This is an optimization exercise on Yosys and OpenROAD, whose aim is small area and a short achievable clock period, not a production implementation.
Only the layout flow was run in this run; the RTL was not checked for function there.
Power is estimated from default activity; no workload was simulated.

--- constraint.sdc ---
create_clock -name core_clock -period 5.0 [get_ports {iClk}]
set_input_delay 1.0000 -clock core_clock [delete_from_list [all_inputs] [get_ports {iClk}]]
set_output_delay 1.0000 -clock core_clock [all_outputs]
set_load 0.01 [all_outputs]
--- config.mk ---
export PLATFORM = sky130hd
export DESIGN_NAME = packet_router
export DESIGN_NICKNAME = packet_router
export VERILOG_FILES = /design/flow/design.v
export SDC_FILE = /design/flow/constraint.sdc
export NUM_CORES = 4
export LEC_CHECK = 0
export CAP_MARGIN = 20
export CORE_MARGIN = 2
export CORE_UTILIZATION = 40
export SLEW_MARGIN = 20
--- run.sh ---
#!/bin/bash
# synth_recipe.tcl (not shown) runs the flow's synth.tcl, then flattens the netlist and writes it again
# the make line also repeats each setting of config.mk as NAME=value (left out here)
make -C /OpenROAD-flow-scripts/flow DESIGN_CONFIG=/design/flow/config.mk WORK_HOME=/design/flow/orfs CLKGATE_MAP_FILE= SYNTH_SCRIPT=/design/flow/synth_recipe.tcl finish
--- design.v ---
`timescale 1ns/1ps
module packet_router #(
  parameter integer PATH_COUNT = 4,
  parameter integer DATA_WIDTH = 64
)(
  input   wire                                  iClk,
  input   wire                                  iRst,
  input   wire                                  iPktValid,
  input   wire  [DATA_WIDTH-1:0]                iPktData,
  output  wire  [DATA_WIDTH-1:0]                oData,
  output  wire  [PATH_COUNT-1:0]                oDataVld,
  input   wire  [PATH_COUNT-1:0] [31:0]         iRegMatchCriteria
);
reg [PATH_COUNT-1:0] packet_hit;
reg  [PATH_COUNT-1:0] [DATA_WIDTH-1:0]         mem_fifo0;
reg  [PATH_COUNT-1:0] [DATA_WIDTH-1:0]         mem_fifo1;
reg  [PATH_COUNT-1:0] [DATA_WIDTH-1:0]         mem_fifo2;
reg  [PATH_COUNT-1:0] [DATA_WIDTH-1:0]         mem_fifo3;
reg  [PATH_COUNT-1:0] [$clog2(PATH_COUNT):0]   fifo_size;
reg  [PATH_COUNT-1:0] [$clog2(PATH_COUNT)-1:0] fifo_wr_ptr;
reg  [PATH_COUNT-1:0] [$clog2(PATH_COUNT)-1:0] fifo_rd_ptr;
reg  [PATH_COUNT-1:0]                          fifo_rden;
reg  [PATH_COUNT-1:0]                          fifo_wren;
reg [$clog2(PATH_COUNT)-1:0]                      fifo_prev_sel;
reg [$clog2(PATH_COUNT)-1:0]                      fifo_sel;  
reg [DATA_WIDTH-1:0]                      dataOut;
reg [PATH_COUNT-1:0]                      dataOutVld;
genvar i;
generate
  for(i = 0; i < PATH_COUNT; i = i + 1) begin
    always @(*) begin
      packet_hit[i] = (iRegMatchCriteria[i][31:28] == iPktData[DATA_WIDTH-1:DATA_WIDTH-4]) ? iPktValid : 1'b0;
      fifo_wren[i]  = (iRegMatchCriteria[i][31:28] == iPktData[DATA_WIDTH-1:DATA_WIDTH-4]) ? iPktValid : 1'b0;
    end
  end
endgenerate
always @(posedge iClk) begin
  if(iRst) begin
    mem_fifo0[PATH_COUNT-1:0] <= {DATA_WIDTH{1'b0}};
    fifo_size[0]          <= {$clog2(PATH_COUNT){1'b0}};
    fifo_rd_ptr[0]            <= {$clog2(PATH_COUNT){1'b0}};
    fifo_wr_ptr[0]            <= {$clog2(PATH_COUNT){1'b0}};
  end else if(fifo_rden[0] & ~fifo_wren[0]) begin
    fifo_rd_ptr[0]    <= (fifo_rd_ptr[0] + 1'b1) % PATH_COUNT;
    fifo_size[0]  <= fifo_size[0] - 1'b1;
  end else if(~fifo_rden[0] & fifo_wren[0]) begin
    mem_fifo0[fifo_wr_ptr[0]] <= iPktData;
    fifo_wr_ptr[0]    <= (fifo_wr_ptr[0] + 1'b1) % PATH_COUNT;
    fifo_size[0]  <= fifo_size[0] + 1'b1;
  end else if(fifo_rden[0] & fifo_wren[0]) begin
    mem_fifo0[fifo_wr_ptr[0]] <= iPktData;
    fifo_wr_ptr[0]    <= (fifo_wr_ptr[0] + 1'b1) % PATH_COUNT;
    fifo_rd_ptr[0]    <= (fifo_rd_ptr[0] + 1'b1) % PATH_COUNT;
  end
end
always @(posedge iClk) begin
  if(iRst) begin
    mem_fifo1[PATH_COUNT-1:0] <= {DATA_WIDTH{1'b0}};
    fifo_size[1]          <= {$clog2(PATH_COUNT){1'b0}};
    fifo_rd_ptr[1]            <= {$clog2(PATH_COUNT){1'b0}};
    fifo_wr_ptr[1]            <= {$clog2(PATH_COUNT){1'b0}};
  end else if(fifo_rden[1] & ~fifo_wren[1]) begin
    fifo_rd_ptr[1]    <= (fifo_rd_ptr[1] + 1'b1) % PATH_COUNT;
    fifo_size[1]  <= fifo_size[1] - 1'b1;
  end else if(~fifo_rden[1] & fifo_wren[1]) begin
    mem_fifo1[fifo_wr_ptr[1]] <= iPktData;
    fifo_wr_ptr[1]    <= (fifo_wr_ptr[1] + 1'b1) % PATH_COUNT;
    fifo_size[1]  <= fifo_size[1] + 1'b1;
  end else if(fifo_rden[1] & fifo_wren[1]) begin
    mem_fifo1[fifo_wr_ptr[1]] <= iPktData;
    fifo_wr_ptr[1]    <= (fifo_wr_ptr[1] + 1'b1) % PATH_COUNT;
    fifo_rd_ptr[1]    <= (fifo_rd_ptr[1] + 1'b1) % PATH_COUNT;
  end
end
always @(posedge iClk) begin
  if(iRst) begin
    mem_fifo2[PATH_COUNT-1:0] <= {DATA_WIDTH{1'b0}};
    fifo_size[2]          <= {$clog2(PATH_COUNT){1'b0}};
    fifo_rd_ptr[2]            <= {$clog2(PATH_COUNT){1'b0}};
    fifo_wr_ptr[2]            <= {$clog2(PATH_COUNT){1'b0}};
  end else if(fifo_rden[2] & ~fifo_wren[2]) begin
    fifo_rd_ptr[2]    <= (fifo_rd_ptr[2] + 1'b1) % PATH_COUNT;
    fifo_size[2]  <= fifo_size[2] - 1'b1;
  end else if(~fifo_rden[2] & fifo_wren[2]) begin
    fifo_wr_ptr[2]    <= (fifo_wr_ptr[2] + 1'b1) % PATH_COUNT;
    fifo_size[2]  <= fifo_size[2] + 1'b1;
    mem_fifo2[fifo_wr_ptr[2]] <= iPktData;
  end else if(fifo_rden[2] & fifo_wren[2]) begin
    mem_fifo2[fifo_wr_ptr[2]] <= iPktData;
    fifo_wr_ptr[2]    <= (fifo_wr_ptr[2] + 1'b1) % PATH_COUNT;
    fifo_rd_ptr[2]    <= (fifo_rd_ptr[2] + 1'b1) % PATH_COUNT;
  end
end
always @(posedge iClk) begin
  if(iRst) begin
    mem_fifo3[PATH_COUNT-1:0] <= {DATA_WIDTH{1'b0}};
    fifo_size[3]          <= {$clog2(PATH_COUNT){1'b0}};
    fifo_rd_ptr[3]            <= {$clog2(PATH_COUNT){1'b0}};
    fifo_wr_ptr[3]            <= {$clog2(PATH_COUNT){1'b0}};
  end else if(fifo_rden[3] & ~fifo_wren[3]) begin
    fifo_rd_ptr[3]    <= (fifo_rd_ptr[3] + 1'b1) % PATH_COUNT;
    fifo_size[3]  <= fifo_size[3] - 1'b1;
  end else if(~fifo_rden[3] & fifo_wren[3]) begin
    fifo_wr_ptr[3]    <= (fifo_wr_ptr[3] + 1'b1) % PATH_COUNT;
    fifo_size[3]  <= fifo_size[3] + 1'b1;
    mem_fifo3[fifo_wr_ptr[3]] <= iPktData;
  end else if(fifo_rden[3] & fifo_wren[3]) begin
    mem_fifo3[fifo_wr_ptr[3]] <= iPktData;
    fifo_wr_ptr[3]    <= (fifo_wr_ptr[3] + 1'b1) % PATH_COUNT;
    fifo_rd_ptr[3]    <= (fifo_rd_ptr[3] + 1'b1) % PATH_COUNT;
  end
end
always @(posedge iClk) begin
  if(iRst) begin
    fifo_prev_sel <= {$clog2(PATH_COUNT){1'b0}};
  end else begin
    fifo_prev_sel          <= fifo_sel;
  end
end
always @(*) begin
  fifo_sel = (fifo_prev_sel + 1'b1);
  for(integer i = 0; i < PATH_COUNT; i++) begin
    if(fifo_size[fifo_sel] == 0) begin
      fifo_sel = fifo_sel + 1'b1;
    end
  end
end
genvar fifo_idx;
generate
  for(fifo_idx = 0; fifo_idx < PATH_COUNT; fifo_idx++)
    assign fifo_rden[fifo_idx] = (fifo_size[fifo_idx] > 0) && (fifo_sel == fifo_idx) ? 1'b1 : 1'b0;
endgenerate
always @(posedge iClk) begin
  if(iRst) begin
    dataOut[DATA_WIDTH-1:0] <= {DATA_WIDTH{1'b0}};
    dataOutVld              <= {PATH_COUNT{1'b0}};
  end else begin
    dataOut[DATA_WIDTH-1:0] <= (fifo_sel == 0 ? mem_fifo0[fifo_rd_ptr[0]] : (fifo_sel == 1 ? mem_fifo1[fifo_rd_ptr[1]] : (fifo_sel == 2 ? mem_fifo2[fifo_rd_ptr[2]] : mem_fifo3[fifo_rd_ptr[3]])));
    dataOutVld              <= fifo_rden;
  end
end
assign oData    = dataOut;
assign oDataVld = dataOutVld;
endmodule
==> run summary <==
-- power by group --
part	total, mW	internal [mW]	switching, mW	leakage (nW)
registers	9.36	9.08	0.284	9.05
logic	3.27	1.02	2.26	6.71
clock network	9.17	5.46	3.71	2.01
-- placed cells by master, fill, tap and decap left out, drive strengths merged, types with 3 or more instances in the layout --
master / synthesis / layout
bufinv: 0 / 13
and2: 4 / 4
nor2: 814 / 814
inv: 29 / 33
or3: 10 / 10
clkinv: 0 / 26
clkinvlp: 0 / 4
o22ai: 4 / 4
and3: 4 / 4
clkbuf: 482 / 168
buf: 90 / 97
xnor2: 10 / 10
mux2i: 47 / 47
o21ai: 74 / 74
a211oi: 3 / 3
nor3: 8 / 8
nand2: 286 / 286
fa: 4 / 4
mux4: 256 / 256
o21ba: 4 / 4
a22o: 3 / 3
ha: 28 / 28
dfxtp: 1122 / 1122
nand3: 282 / 282
nor2b: 5 / 5
xor2: 23 / 23
diode: 0 / 4
nand2b: 21 / 21
clkdlybuf4s50: 0 / 149
a22oi: 829 / 829
a21oi: 299 / 299
-- Yosys cell counts, drive strengths merged, types with 2 or more instances --
| cell type | instances |
|---|---|
| dfxtp | 1122 |
| a22oi | 829 |
| nor2 | 814 |
| clkbuf | 482 |
| a21oi | 299 |
| nand2 | 286 |
| nand3 | 282 |
| mux4 | 256 |
| buf | 90 |
| o21ai | 74 |
| mux2i | 47 |
| inv | 29 |
| ha | 28 |
| xor2 | 23 |
| nand2b | 21 |
| or3 | 10 |
| xnor2 | 10 |
| nor3 | 8 |
| nor2b | 5 |
| and2 | 4 |
| and3 | 4 |
| fa | 4 |
| o21ba | 4 |
| o22ai | 4 |
| a211oi | 3 |
| a22o | 3 |
| nand4 | 2 |
| nor3b | 2 |
| o211ai | 2 |
| or4 | 2 |
-- stage by stage --
stage / std cells / setup WS [ps]
4_1_cts: 6156 / 1060
5_1_grt: 6158 / 774
6_report: 6162 / 976
2_1_floorplan: 4757 / 1480
3_5_place_dp: 5941 / 583
3_3_place_gp: 5941 / 607
-- logic make-up after synthesis --
family | Yosys count
flip-flops | 1122
multiplexers | 303
buffers and inverters | 601
AO/OA/AOI/OAI | 1224
adder cells (fa/ha/maj) | 32
XOR/XNOR | 33
AND/OR/NAND/NOR | 1442
-- metal layers --
metal	vias up	part of all wire, %	global-route usage, %
met5	-	0.042	0
met4	10	3.8	10.0
met3	371	8.4	3.55
met2	1771	48	41.8
met1	18600	40	33.3
li1	16700	-	-
-- worst max-delay path, delay by kind of cell (launching register included) --
family                     cells  cell delay, ps
AOI/OAI and AO/OA              4            1200
adders and majority gates      1             160
and+or+nand+nor                4            1130
buffers and inverters          3             820
DFF                            1             560
-- path summary, 6_finish.rpt --
path                                  to  slack, ps  cells after the start                   startpoint
min reg2reg   mem_fifo1[53]$_SDFFE_PP0P_        450                      2   mem_fifo1[53]$_SDFFE_PP0P_
max          mem_fifo2[115]$_SDFFE_PP0P_        980                     12  fifo_prev_sel[0]$_SDFF_PP0_
min           mem_fifo1[53]$_SDFFE_PP0P_        450                      2   mem_fifo1[53]$_SDFFE_PP0P_
max reg2reg  mem_fifo2[115]$_SDFFE_PP0P_        980                     12  fifo_prev_sel[0]$_SDFF_PP0_
-- registers in the layout (all words and copies together) (netlist names) --
name and cells:
mem_fifo3 256, fifo_rd_ptr 8, fifo_prev_sel 2, fifo_size 12, mem_fifo2 256, mem_fifo0 256, fifo_wr_ptr 8, dataOut 64
mem_fifo1 256, dataOutVld 4
-- cell type report --
type	count	share of cell area [%]
inverter	29	0.206
sequential	1122	42.6
clock buffer	168	6.56
clock inverter	47	1.16
timing repair buffer	246	5.23
multi-input combinational	3034	40.6
antenna	4	0.0190
tap	1512	3.59
==> flow_summary.toml <==
[yosys]
synthMuxAreaShare_pct = 13.6
synth_top_area_share_pct = 48.9
synth.distinct_cells = 45
yosys_warnings = 5
synth_area_per_cell_um2 = 9.65
ys_async_sr_fraction_pct = 0
synthFlopType = "dfxtp_1"
ys_top_cells_by_area = "dfxtp_1 (49%), a22oi_1 (14%), mux4_2 (13%)"
synth-adder-area-share_pct = 0.937
synthCells = 4757
synth_compound_area_share_pct = 18.0
synth-xor-area-share_pct = 0.629
ys_seq_area_share_pct = 48.9
synth_simple_gate_area_share_pct = 12.9
synth_largest_area_cell = "dfxtp_1"
synth_edf_count = 0
syn-num-nets = 4984
synth_top_family_by_area = "compound AO/OA/AOI/OAI gates"
ys_ff_latch = 1122
synthesis.area_um2 = 45900

[floorplanning]
core_um2 = 114000
num_rows = 124
dieHeight_um = 343
die-area_um2 = 118000
start_util_pct = 40.3
die_x_um = 343
ios = 263

[setup_path]
critPathLaunchType = "flop"
path_cells = "inv_1 -> or3_1 -> a211oi_2 -> o21ai_1 -> inv_1 -> ha_1 -> o21ba_2 -> nor2b_1 -> and3_4 -> buf_4 -> a22oi_1 -> nor2_1"
crit_slowest_cell = "dfxtp_1"
critPathKind = "flop to flop"
worstPathMaxFanout = 30
cp.required_ps = 5610
crit_path_frequent_cell = "inv_1"
arrival_ps = 4640
slowest_delay_ps = 560
cp-end-kind = "flop"

[hold_path]
hp-class = "flop to flop"

[sta]
rsz0062_at_grt = "false"
worst_pin_slew_ps = 1240
setup_viol = 0
hold_viol = 0
slew_viol_final = 0
tns_ps = 0
hold_slack_ps = 449
clock_skew_ps = 30.5
maxSlewHeadroom_pct = 17.2
max_freq_mhz = 248
period_share_pct = 80.5
period_minus_slack_ps = 4020

[drt]
first_pass_iters = 8
vias = 37400
routed_wirelength_um = 151000
ant_nets = 0
routedWlPerCell_um = 24.6
post-route-drc-count = 0
viasPerCell = 6.07
first_iter_violations = 4296

[grt]
antenna_found_initial = 9
grt_max_degree = 216
grt_first_pass_wirelength_um = 229000
grt_pass1_vias = 36000
grt_use_total_pct = 25.2
overflow = 0

[clock_network]
cts_resized = 0
cts_hold_buf = 0
cts-root-buf = "clkbuf_16"
clkSinkCount = 1122
cts_tree = "yes"
clk_pin_slew_ps = 60
htreeDepth = 3
clk_path_buf_depth = 3
postCtsSetupRepairBufs = 0
cts_inserted_buffers = 116
clkLatencyLatePin_ps = 710

[place]
port_buffers = 150
dp_hpwl_um = 82000
place_congestion = 0.806
post_dp_cell_area_um2 = 48600

[final_layout]
drive_gt1_share_pct = 13.1
syn_to_final_growth_pct = 14.9
fin_area_um2 = 52800
seqCellArea_um2 = 22500
multi_input_area_um2 = 21400
fill_cells = 10600
layout.nets = 4776
utilization_pct = 46.3

[outcome]
status = "complete, no violations"

[power_and_ir_drop]
powerDensity_nw_per_um2 = 413
max-vdd-ir-drop_uv = 471
power_mw = 21.8
power.leakage_nw = 17.8

[run]
max_cap_viol_count = 0

[afterwards: timing with drivers on the ports]
How much do the figures lean on ideal ports? The routed layout below was timed once more, with nothing changed but the port constraints.
Step 1: set_driving_cell puts a clkbuf_16 on iClk and a buf_2 on each other input, an assumption about the parent block.
Step 2 moves the port delays by t, midway between the first and last clock arrival at a register: inputs arrive t later, outputs are due t later. That takes back most of the time a late clock gives input paths.
a / b / c = ideal / step 1 / step 2; a / b = the first two.
shift t [ns]: 0.760
setup slack, ns: 0.976 / 0.976 / 0.512
latest minus earliest clock arrival (ns): 0.033 / 0.033
worst slew at a driven data input, ns: 0.15
After both steps setup and hold are still met in this run. The setup slack of this run moves by 0.000 ns with the drivers and by -0.464 ns with both steps.
